Source: an optimization exercise on an open RTL-to-GDS flow (aim: small area, a short achievable clock period and few clock cycles). Production flows keep margins and buffers that such runs may drop.
The RTL was checked by simulation tests, not by an equivalence proof against the original design.

==> inputs of run B <==
==> flow/design.v (excerpt) <==
module pipeline (
  input  logic        CLK, nRST,
  output logic        halt,
  input  logic [1:0]  ramstate,
  input  logic [31:0] ramload,
  output logic [31:0] memaddr,
  output logic        memREN,
  output logic        memWEN,
  output logic [31:0] memstore
);
  logic [31:2] npc;        
  logic [31:0] ir;
  logic        dv;         
  logic        dph;        
  logic [4:0]  raddr;      
  logic [31:1] rse;        
  logic [15:2] daddr;      
  logic        dm;         
  logic [4:0]  lrt;        
  logic        halt_r;
  logic        ev;
  logic [4:0]  ewsel;
  logic [31:0] a, b;       
  logic [4:0]  sa;         
  logic        e_sub, e_left;
  logic        e_sum, e_slt, e_sltu, e_and, e_or, e_xor, e_nor, e_sh, e_b;
  logic [31:0] rf [1:31];
  logic [5:0]  op, fn;
  logic [4:0]  rs, rt, rd;
  logic [15:0] imm;
  assign op  = ir[31:26];
  assign fn  = ir[5:0];
  assign rs  = ir[25:21];
  assign rt  = ir[20:16];
  assign rd  = ir[15:11];
  assign imm = ir[15:0];
  logic is_r, is_jr, is_jal, is_beq, is_bne, is_br, is_immop, is_lui,
        is_lw, is_sw, is_halt, r_alu;
  ...
clock: 12.0 ns
lec_check: 0
cap_margin: 50
core_margin: 2
core_utilization: 65
cts_cluster_diameter: 80
cts_cluster_size: 20
place_density: 0.8
setup_slack_margin: 5
slew_margin: 70
run.sh (not shown) runs the stock make flow with config.mk's settings and CLKGATE_MAP_FILE= SYNTH_SCRIPT=/design/flow/synth_recipe.tcl, a recipe that flattens the netlist after the stock synthesis.
==> run D (differences from run B) <==
--- a/flow/design.v
+++ b/flow/design.v
@@ -1,33 +1,6 @@
-module ksadd #(parameter int W = 32, parameter int L = 5) (   
-  input  logic [W-1:0] x, y,
-  input  logic         cin,
-  output logic [W-1:0] s,
-  output logic         cout
-);
-  logic [W-1:0] p;
-  logic [W-1:0] g [0:L];
-  logic [W-1:0] q [0:L];
-  assign p = x ^ y;
-  always_comb begin
-    g[0] = x & y;
-    g[0][0] = g[0][0] | (p[0] & cin);
-    q[0] = p;
-    for (int k = 0; k < L; k++)
-      for (int i = 0; i < W; i++)
-        if (i >= (1 << k)) begin
-          g[k+1][i] = g[k][i] | (q[k][i] & g[k][i - (1 << k)]);
-          q[k+1][i] = q[k][i] & q[k][i - (1 << k)];
-        end else begin
-          g[k+1][i] = g[k][i];
-          q[k+1][i] = q[k][i];
-        end
-  end
-  assign s    = p ^ {g[L][W-2:0], cin};
-  assign cout = g[L][W-1];
-endmodule
 module pipeline (
   input  logic        CLK, nRST,
   output logic        halt,
   input  logic [1:0]  ramstate,
   input  logic [31:0] ramload,
   output logic [31:0] memaddr,
@@ -49,12 +22,13 @@
   logic [4:0]  ewsel;
   logic [31:0] a, b;       
   logic [4:0]  sa;         
   logic        e_sub, e_left;
   logic        e_sum, e_slt, e_sltu, e_and, e_or, e_xor, e_nor, e_sh, e_b;
   logic [31:0] rf [1:31];
+  logic [31:1] rvalid;
   logic [5:0]  op, fn;
   logic [4:0]  rs, rt, rd;
   logic [15:0] imm;
   assign op  = ir[31:26];
   assign fn  = ir[5:0];
   assign rs  = ir[25:21];
@@ -120,31 +94,28 @@
   assign st       = rq_w;                         
   assign fetch_en = rq_f;                         
   assign fdone    = acc && !rq_d && fetch_en;
   assign memaddr  = {16'h0, rq_d ? daddr : npc[15:2], 2'b00};
   assign memREN   = rq_d ? !rq_w : rq_f;
   assign memWEN   = rq_w;
-  assign memstore = b;
+  assign memstore = rdata;
   assign halt     = halt_r;
   logic rd_now, stall, dstep, last, leave, taken, redirect;
   assign rd_now = dph || is_r || is_br || is_immop || is_lw || is_sw;
   assign stall  = rd_now && ev && (ewsel == raddr);
   assign dstep  = dv && !dm && !halt_r && !stall;
   assign last   = dph || !two;
-  assign leave  = dstep && last;
+  assign leave  = dstep && last && !(st && !acc);
   assign taken  = is_br && (((dph ? b : 32'd0) == rdata) ^ is_bne);
   assign redirect = dstep && last && (is_jal || is_jr || taken);
   logic [31:2] target;
   always_comb begin
     if (is_br)      target = npc + {{14{imm[15]}}, imm};
     else if (is_jr) target = rdata[31:2];
     else            target = {npc[31:28], ir[25:0]};
   end
-  logic [15:2] dsum;
-  logic        dsum_co;
-  ksadd #(.W(14), .L(4)) u_dadd (.x(rdata[15:2]), .y(imm[15:2]), .cin(1'b0), .s(dsum), .cout(dsum_co));
   logic daccept;
   assign daccept = !dv || leave;
   logic [31:2] npc1;
   logic        fj;
   assign npc1 = npc + 30'd1;
   assign fj   = (ramload[31:26] == 6'b000010);
@@ -167,13 +138,13 @@
   logic [31:0] brev;
   always_comb
     for (int i = 0; i < 32; i++) brev[i] = b[31-i];
   logic [32:0] sum;
   logic        slt, sltu;
   logic [31:0] shr, sh, res;
-  ksadd #(.W(32), .L(5)) u_add (.x(a), .y(b), .cin(e_sub), .s(sum[31:0]), .cout(sum[32]));
+  assign sum  = {1'b0, a} + {1'b0, b} + {32'd0, e_sub};
   assign sltu = ~sum[32];
   assign slt  = (a[31] ^ b[31] ^ e_sub) ? a[31] : sum[31];
   assign shr  = b >> sa;
   always_comb
     for (int i = 0; i < 32; i++) sh[i] = e_left ? shr[31-i] : shr[i];
   assign res = ({32{e_sum}}  & sum[31:0]) |
@@ -185,42 +156,37 @@
                ({32{e_nor}}  & ~(a | b)) |
                ({32{e_sh}}   & sh) |
                ({32{e_b}}    & b);
   logic        wen;
   logic [4:0]  wsel;
   logic [31:0] wdata;
-  assign wen   = dm ? (acc && !st) : ev;
+  assign wen   = dm ? acc : ev;
   assign wsel  = dm ? lrt : ewsel;
   assign wdata = dm ? ramload : res;
-  logic        clr;
-  logic [31:0] wdata_c;
-  assign clr     = !nRST;
-  assign wdata_c = wdata & {32{nRST}};
   always_ff @(posedge CLK)
     for (int i = 1; i < 32; i++)
-      if (clr || (wen && wsel == 5'(i)))
-        rf[i] <= wdata_c;
+      if (wen && wsel == 5'(i)) rf[i] <= wdata;
+  logic [31:1] rvalid_n;
+  always_comb
+    for (int i = 1; i < 32; i++)
+      rvalid_n[i] = rvalid[i] || (wen && wsel == 5'(i));
+  always_ff @(posedge CLK, negedge nRST)
+    if (!nRST) rvalid <= '0;
+    else       rvalid <= rvalid_n;
   logic [4:0] raddr_nx;
   assign raddr_nx = raddr_ld ? raddr_n : raddr;
-  logic [31:1] rsel_nx;
-  always_comb
-    for (int i = 1; i < 32; i++)
-      if (fdone && daccept)
-        rsel_nx[i] = f_rt ? (ramload[20:16] == 5'(i)) : (ramload[25:21] == 5'(i));
-      else if (dstep && !dph && two)
-        rsel_nx[i] = (sra == 5'(i));
-      else
-        rsel_nx[i] = (raddr == 5'(i));
   always_ff @(posedge CLK) begin
     raddr <= raddr_nx;
-    rse <= rsel_nx;
-  end
-  logic dm_nx, st_nx, halt_nx;
-  assign dm_nx      = dm ? !acc : (dstep && ((!dph && is_lw) || (dph && is_sw)));
-  assign st_nx      = dm ? (st && !acc) : (dstep && dph && is_sw);
+    for (int i = 1; i < 32; i++) rse[i] <= (raddr_nx == 5'(i)) && rvalid_n[i];
+  end
+  logic dm_nx, st_nx, halt_nx, dv_nx, halt_ir_nx;
+  assign dm_nx      = dm ? !acc : (dstep && !dph && is_lw);
+  assign st_nx      = (dstep && !dph && is_sw) || (st && !acc);
   assign halt_nx    = halt_r || (dstep && is_halt);
+  assign dv_nx      = daccept ? (fdone && !redirect && !fj) : dv;
+  assign halt_ir_nx = (fdone && daccept) ? (ramload[31:26] == 6'b111111) : is_halt;
   logic e_go;    
   assign e_go = dstep && ((dph && r_alu) || (!dph && (is_immop || is_jal)));
   always_ff @(posedge CLK, negedge nRST) begin
     if (!nRST) begin
       npc    <= '0;
       dv     <= 1'b0;
@@ -239,43 +205,44 @@
       if (daccept)
         dv <= fdone && !redirect && !fj;
       if (leave)
         dph <= 1'b0;
       else if (dstep && !dph && two)
         dph <= 1'b1;
-      dm <= dm_nx;
+      if (dm) begin
+        if (acc) dm <= 1'b0;
+      end else if (dstep && !dph && is_lw)
+        dm <= 1'b1;
       ev <= e_go;
       rq_d <= dm_nx || st_nx;
       rq_w <= st_nx;
-      rq_f <= !halt_nx;            
+      rq_f <= !halt_nx && !(dv_nx && halt_ir_nx);
       if (dstep && is_halt)
         halt_r <= 1'b1;
     end
   end
   always_ff @(posedge CLK) begin
     if (fdone && daccept)
       ir <= ramload;
     if (dstep && !dph) begin
-      daddr <= dsum;
+      daddr <= rdata[15:2] + imm[15:2];
       lrt   <= rt;
     end
-    a  <= rdata;
-    sa <= rdata[4:0];
     if (dstep) begin
-      if (dph && is_sw)
-        b <= rdata;                        
-      else if (dph)
+      a  <= rdata;
+      sa <= rdata[4:0];
+      if (dph)
         b <= {32{f_sub | f_slt | f_sltu}} ^ (f_sll ? brev : b);
       else if (two)
         b <= rdata;                        
       else if (is_jal)
         b <= {npc, 2'b00};
       else
         b <= {32{f_slt | f_sltu}} ^ immy;
     end
-    begin
+    if (e_go) begin
       ewsel  <= dph ? rd : (is_jal ? 5'd31 : rt);
       e_sub  <= f_sub | f_slt | f_sltu;
       e_left <= f_sll;
       e_sum  <= f_add | f_sub;
       e_slt  <= f_slt;
       e_sltu <= f_sltu;
==> flow/config.mk (replaced) <==
export PLATFORM = sky130hd
export DESIGN_NAME = pipeline
export DESIGN_NICKNAME = pipeline
export VERILOG_FILES = /design/flow/design.v
export SDC_FILE = /design/flow/constraint.sdc
export NUM_CORES = 4
export LEC_CHECK = 0
export CAP_MARGIN = 50
export CORE_MARGIN = 2
export CORE_UTILIZATION = 40
export PLACE_DENSITY = 0.6
export SETUP_SLACK_MARGIN = 5
export SLEW_MARGIN = 70
==> run F (differences from run B) <==
--- a/flow/design.v
+++ b/flow/design.v
@@ -49,12 +49,13 @@
   logic [4:0]  ewsel;
   logic [31:0] a, b;       
   logic [4:0]  sa;         
   logic        e_sub, e_left;
   logic        e_sum, e_slt, e_sltu, e_and, e_or, e_xor, e_nor, e_sh, e_b;
   logic [31:0] rf [1:31];
+  logic [31:1] rvalid;
   logic [5:0]  op, fn;
   logic [4:0]  rs, rt, rd;
   logic [15:0] imm;
   assign op  = ir[31:26];
   assign fn  = ir[5:0];
   assign rs  = ir[25:21];
@@ -188,20 +189,22 @@
   logic        wen;
   logic [4:0]  wsel;
   logic [31:0] wdata;
   assign wen   = dm ? (acc && !st) : ev;
   assign wsel  = dm ? lrt : ewsel;
   assign wdata = dm ? ramload : res;
-  logic        clr;
-  logic [31:0] wdata_c;
-  assign clr     = !nRST;
-  assign wdata_c = wdata & {32{nRST}};
   always_ff @(posedge CLK)
     for (int i = 1; i < 32; i++)
-      if (clr || (wen && wsel == 5'(i)))
-        rf[i] <= wdata_c;
+      if (wen && wsel == 5'(i)) rf[i] <= wdata;
+  logic [31:1] rvalid_n;
+  always_comb
+    for (int i = 1; i < 32; i++)
+      rvalid_n[i] = rvalid[i] || (wen && wsel == 5'(i));
+  always_ff @(posedge CLK, negedge nRST)
+    if (!nRST) rvalid <= '0;
+    else       rvalid <= rvalid_n;
   logic [4:0] raddr_nx;
   assign raddr_nx = raddr_ld ? raddr_n : raddr;
   logic [31:1] rsel_nx;
   always_comb
     for (int i = 1; i < 32; i++)
       if (fdone && daccept)
@@ -209,18 +212,20 @@
       else if (dstep && !dph && two)
         rsel_nx[i] = (sra == 5'(i));
       else
         rsel_nx[i] = (raddr == 5'(i));
   always_ff @(posedge CLK) begin
     raddr <= raddr_nx;
-    rse <= rsel_nx;
-  end
-  logic dm_nx, st_nx, halt_nx;
+    for (int i = 1; i < 32; i++) rse[i] <= rsel_nx[i] && rvalid_n[i];
+  end
+  logic dm_nx, st_nx, halt_nx, dv_nx, halt_ir_nx;
   assign dm_nx      = dm ? !acc : (dstep && ((!dph && is_lw) || (dph && is_sw)));
   assign st_nx      = dm ? (st && !acc) : (dstep && dph && is_sw);
   assign halt_nx    = halt_r || (dstep && is_halt);
+  assign dv_nx      = daccept ? (fdone && !redirect && !fj) : dv;
+  assign halt_ir_nx = (fdone && daccept) ? (ramload[31:26] == 6'b111111) : is_halt;
   logic e_go;    
   assign e_go = dstep && ((dph && r_alu) || (!dph && (is_immop || is_jal)));
   always_ff @(posedge CLK, negedge nRST) begin
     if (!nRST) begin
       npc    <= '0;
       dv     <= 1'b0;
@@ -243,39 +248,39 @@
       else if (dstep && !dph && two)
         dph <= 1'b1;
       dm <= dm_nx;
       ev <= e_go;
       rq_d <= dm_nx || st_nx;
       rq_w <= st_nx;
-      rq_f <= !halt_nx;            
+      rq_f <= !halt_nx && !(dv_nx && halt_ir_nx);
       if (dstep && is_halt)
         halt_r <= 1'b1;
     end
   end
   always_ff @(posedge CLK) begin
     if (fdone && daccept)
       ir <= ramload;
     if (dstep && !dph) begin
       daddr <= dsum;
       lrt   <= rt;
     end
-    a  <= rdata;
-    sa <= rdata[4:0];
     if (dstep) begin
+      a  <= rdata;
+      sa <= rdata[4:0];
       if (dph && is_sw)
         b <= rdata;                        
       else if (dph)
         b <= {32{f_sub | f_slt | f_sltu}} ^ (f_sll ? brev : b);
       else if (two)
         b <= rdata;                        
       else if (is_jal)
         b <= {npc, 2'b00};
       else
         b <= {32{f_slt | f_sltu}} ^ immy;
     end
-    begin
+    if (e_go) begin
       ewsel  <= dph ? rd : (is_jal ? 5'd31 : rt);
       e_sub  <= f_sub | f_slt | f_sltu;
       e_left <= f_sll;
       e_sum  <= f_add | f_sub;
       e_slt  <= f_slt;
       e_sltu <= f_sltu;
==> flow/config.mk (replaced) <==
export PLATFORM = sky130hd
export DESIGN_NAME = pipeline
export DESIGN_NICKNAME = pipeline
export VERILOG_FILES = /design/flow/design.v
export SDC_FILE = /design/flow/constraint.sdc
export NUM_CORES = 4
export LEC_CHECK = 0
export CAP_MARGIN = 50
export CORE_MARGIN = 2
export CORE_UTILIZATION = 55
export CTS_CLUSTER_DIAMETER = 80
export CTS_CLUSTER_SIZE = 20
export PLACE_DENSITY = 0.7
export SETUP_SLACK_MARGIN = 5
export SLEW_MARGIN = 70
==> run Y (differences from run B) <==
--- a/flow/design.v
+++ b/flow/design.v
@@ -49,12 +49,13 @@
   logic [4:0]  ewsel;
   logic [31:0] a, b;       
   logic [4:0]  sa;         
   logic        e_sub, e_left;
   logic        e_sum, e_slt, e_sltu, e_and, e_or, e_xor, e_nor, e_sh, e_b;
   logic [31:0] rf [1:31];
+  logic [31:1] rvalid;
   logic [5:0]  op, fn;
   logic [4:0]  rs, rt, rd;
   logic [15:0] imm;
   assign op  = ir[31:26];
   assign fn  = ir[5:0];
   assign rs  = ir[25:21];
@@ -188,20 +189,22 @@
   logic        wen;
   logic [4:0]  wsel;
   logic [31:0] wdata;
   assign wen   = dm ? (acc && !st) : ev;
   assign wsel  = dm ? lrt : ewsel;
   assign wdata = dm ? ramload : res;
-  logic        clr;
-  logic [31:0] wdata_c;
-  assign clr     = !nRST;
-  assign wdata_c = wdata & {32{nRST}};
   always_ff @(posedge CLK)
     for (int i = 1; i < 32; i++)
-      if (clr || (wen && wsel == 5'(i)))
-        rf[i] <= wdata_c;
+      if (wen && wsel == 5'(i)) rf[i] <= wdata;
+  logic [31:1] rvalid_n;
+  always_comb
+    for (int i = 1; i < 32; i++)
+      rvalid_n[i] = rvalid[i] || (wen && wsel == 5'(i));
+  always_ff @(posedge CLK, negedge nRST)
+    if (!nRST) rvalid <= '0;
+    else       rvalid <= rvalid_n;
   logic [4:0] raddr_nx;
   assign raddr_nx = raddr_ld ? raddr_n : raddr;
   logic [31:1] rsel_nx;
   always_comb
     for (int i = 1; i < 32; i++)
       if (fdone && daccept)
@@ -209,18 +212,20 @@
       else if (dstep && !dph && two)
         rsel_nx[i] = (sra == 5'(i));
       else
         rsel_nx[i] = (raddr == 5'(i));
   always_ff @(posedge CLK) begin
     raddr <= raddr_nx;
-    rse <= rsel_nx;
-  end
-  logic dm_nx, st_nx, halt_nx;
+    for (int i = 1; i < 32; i++) rse[i] <= rsel_nx[i] && rvalid_n[i];
+  end
+  logic dm_nx, st_nx, halt_nx, dv_nx, halt_ir_nx;
   assign dm_nx      = dm ? !acc : (dstep && ((!dph && is_lw) || (dph && is_sw)));
   assign st_nx      = dm ? (st && !acc) : (dstep && dph && is_sw);
   assign halt_nx    = halt_r || (dstep && is_halt);
+  assign dv_nx      = daccept ? (fdone && !redirect && !fj) : dv;
+  assign halt_ir_nx = (fdone && daccept) ? (ramload[31:26] == 6'b111111) : is_halt;
   logic e_go;    
   assign e_go = dstep && ((dph && r_alu) || (!dph && (is_immop || is_jal)));
   always_ff @(posedge CLK, negedge nRST) begin
     if (!nRST) begin
       npc    <= '0;
       dv     <= 1'b0;
@@ -243,13 +248,13 @@
       else if (dstep && !dph && two)
         dph <= 1'b1;
       dm <= dm_nx;
       ev <= e_go;
       rq_d <= dm_nx || st_nx;
       rq_w <= st_nx;
-      rq_f <= !halt_nx;            
+      rq_f <= !halt_nx && !(dv_nx && halt_ir_nx);
       if (dstep && is_halt)
         halt_r <= 1'b1;
     end
   end
   always_ff @(posedge CLK) begin
     if (fdone && daccept)
--- a/flow/config.mk
+++ b/flow/config.mk
@@ -5,11 +5,11 @@
 export SDC_FILE = /design/flow/constraint.sdc
 export NUM_CORES = 4
 export LEC_CHECK = 0
 export CAP_MARGIN = 50
 export CORE_MARGIN = 2
 export CORE_UTILIZATION = 65
-export CTS_CLUSTER_DIAMETER = 80
-export CTS_CLUSTER_SIZE = 20
+export CTS_CLUSTER_DIAMETER = 90
+export CTS_CLUSTER_SIZE = 25
 export PLACE_DENSITY = 0.8
 export SETUP_SLACK_MARGIN = 5
 export SLEW_MARGIN = 70
==> flow_metrics.tcl <==
set metrics [dict create \
    status "no timing/DRC/antenna violations" \
    crit_chain "buf_4 -> buf_4 -> a22o_1 -> a221oi_2 -> nand3_1 -> or4_1 -> buf_4 -> or4_1 -> o31a_1 -> a2111oi_4 -> nand4_1 -> mux2i_2 -> nand2_2 -> buf_8 -> mux2i_1 -> a211o_1" \
    nFlopsAndLatches 1228 \
    yosys_warnings 8 \
    firstDrtPassIters 6 \
    crit_end "npc[31]$_DFFE_PN0P_" \
    dieArea_um2 103000 \
    h-tree-depth 3 \
    synth_adder_area_share 0.0256 \
    p_comb_frac 0.420 \
    layout-drive-gt1-share 0.145 \
    cp-startpoint "rse[3]$_DFF_P_" \
    die_height_um 322 \
    insertion_delay_ps 690 \
    buf_share 0.0597 \
    syn_avg_cell_area_um2 13.1 \
    p_total_mw 15.4 \
    grt_max_degree 66 \
    cts.sinks 1228 \
    place_congestion 0.994 \
    reg2regPathDepth 16 \
    synth_simple_gate_area_frac 0.0833 \
]
# the run above: run F

==> flow_metrics.tcl <==
set metrics [dict create \
    cts.sinks 1197 \
    status "no timing/DRC/antenna violations" \
    die_height_um 294 \
    crit_end "npc[2]$_DFFE_PN0P_" \
    synth_adder_area_share 0.0260 \
    grt_max_degree 71 \
    layout-drive-gt1-share 0.145 \
    firstDrtPassIters 10 \
    buf_share 0.0605 \
    syn_avg_cell_area_um2 12.7 \
    synth_simple_gate_area_frac 0.0856 \
    place_congestion 1.02 \
    p_comb_frac 0.457 \
    p_total_mw 15.8 \
    crit_chain "buf_4 -> buf_16 -> a222oi_1 -> nand3_1 -> nor3_2 -> nand2_1 -> o22ai_1 -> o32ai_4 -> clkbuf_4 -> or4_1 -> o21ai_2 -> nand3_4 -> buf_16 -> a2111oi_1 -> a21oi_1" \
]
# the run above: run B

==> flow_metrics.tcl <==
set metrics [dict create \
    status "no timing/DRC/antenna violations" \
    crit_end "daddr[15]$_DFFE_PP_" \
    reg2regPathDepth 17 \
    yosys_warnings 8 \
    relSlewSlack 0.659 \
    die_height_um 295 \
    buf_share 0.0601 \
    synth_adder_area_share 0.0257 \
    p_total_mw 13.3 \
    cts.sinks 1228 \
    final_antenna_net_count 0 \
    nFlopsAndLatches 1228 \
    dieArea_um2 87200 \
    firstDrtPassIters 6 \
    grt_max_degree 66 \
    synth_simple_gate_area_frac 0.0806 \
    place_congestion 1.03 \
    crit_chain "buf_4 -> a221oi_1 -> clkbuf_1 -> nand3_1 -> or4_2 -> ha_1 -> a21o_1 -> a21oi_1 -> o21ai_0 -> a21oi_1 -> o21ai_0 -> a21oi_1 -> o21bai_1 -> a2111oi_2 -> o31ai_1 -> a21oi_1 -> xnor2_1" \
    insertion_delay_ps 720 \
    cp-startpoint "rse[5]$_DFF_P_" \
    h-tree-depth 2 \
    p_comb_frac 0.402 \
]
# the run above: run Y

==> flow_metrics.tcl <==
set metrics [dict create \
    reg2regPathDepth 17 \
    layout-drive-gt1-share 0.166 \
    synth_simple_gate_area_frac 0.0882 \
    cts.sinks 1228 \
    status "no timing/DRC/antenna violations" \
    syn_avg_cell_area_um2 13.1 \
    p_comb_frac 0.400 \
    crit_chain "buf_6 -> buf_12 -> a222oi_1 -> nand3_1 -> or4_2 -> clkdlybuf4s50_1" \
    insertion_delay_ps 790 \
    grt_util_met2 0.472 \
    p_total_mw 17.3 \
    nFlopsAndLatches 1228 \
    cp-startpoint "rse[11]$_DFF_P_" \
    grt_max_degree 61 \
    buf_share 0.0644 \
    hp-class "reg2reg" \
    dpl_cell_area_um2 61500 \
    place_congestion 0.990 \
]
# the run above: run D

Testbench counts of run B, summed over its fixed seeds: cycles 104,625.
Testbench counts of run D, summed over its fixed seeds: cycles 106,576.
Testbench counts of run F, summed over its fixed seeds: cycles 104,983.
Testbench counts of run Y, summed over its fixed seeds: cycles 104,983.

what the ideal ports hide:
The flow's constraints put no driver on any port. The routed layouts listed below were extracted and timed again, unchanged, in two steps.
Step 1 (the two cells are an assumption about what drives the block):
set clk [get_ports {CLK}]
set_driving_cell -lib_cell sky130_fd_sc_hd__clkbuf_16 $clk
set_driving_cell -lib_cell sky130_fd_sc_hd__buf_2 [delete_from_list [all_inputs] $clk]
Step 2 adds t to the input delays and takes it off the output delays; t is the mean of the earliest and latest rising clock arrival at the registers after step 1. Input paths then give back, and output paths get back, about the clock's delay inside the block.
Three values: no drivers, after step 1, after step 2; two values: the first two.
run	shift t [ns]	setup slack, ns	worst setup path after step 2	worst slew at a driven data input, ns	cell pins on the clock port's net
run B	0.736	6.793 / 6.793 / 6.155	input to register	0.05	1
run D	0.839	5.806 / 5.734 / 6.351	input to register	0.11	1
run F	0.745	6.656 / 6.656 / 6.340	input to register	0.05	1
run Y	0.765	6.868 / 6.868 / 6.398	input to register	0.05	1
After both steps every run listed still meets setup and hold. For run B, which loses most, drivers alone change the setup slack by 0.000 ns; drivers and shift together by -0.638 ns.
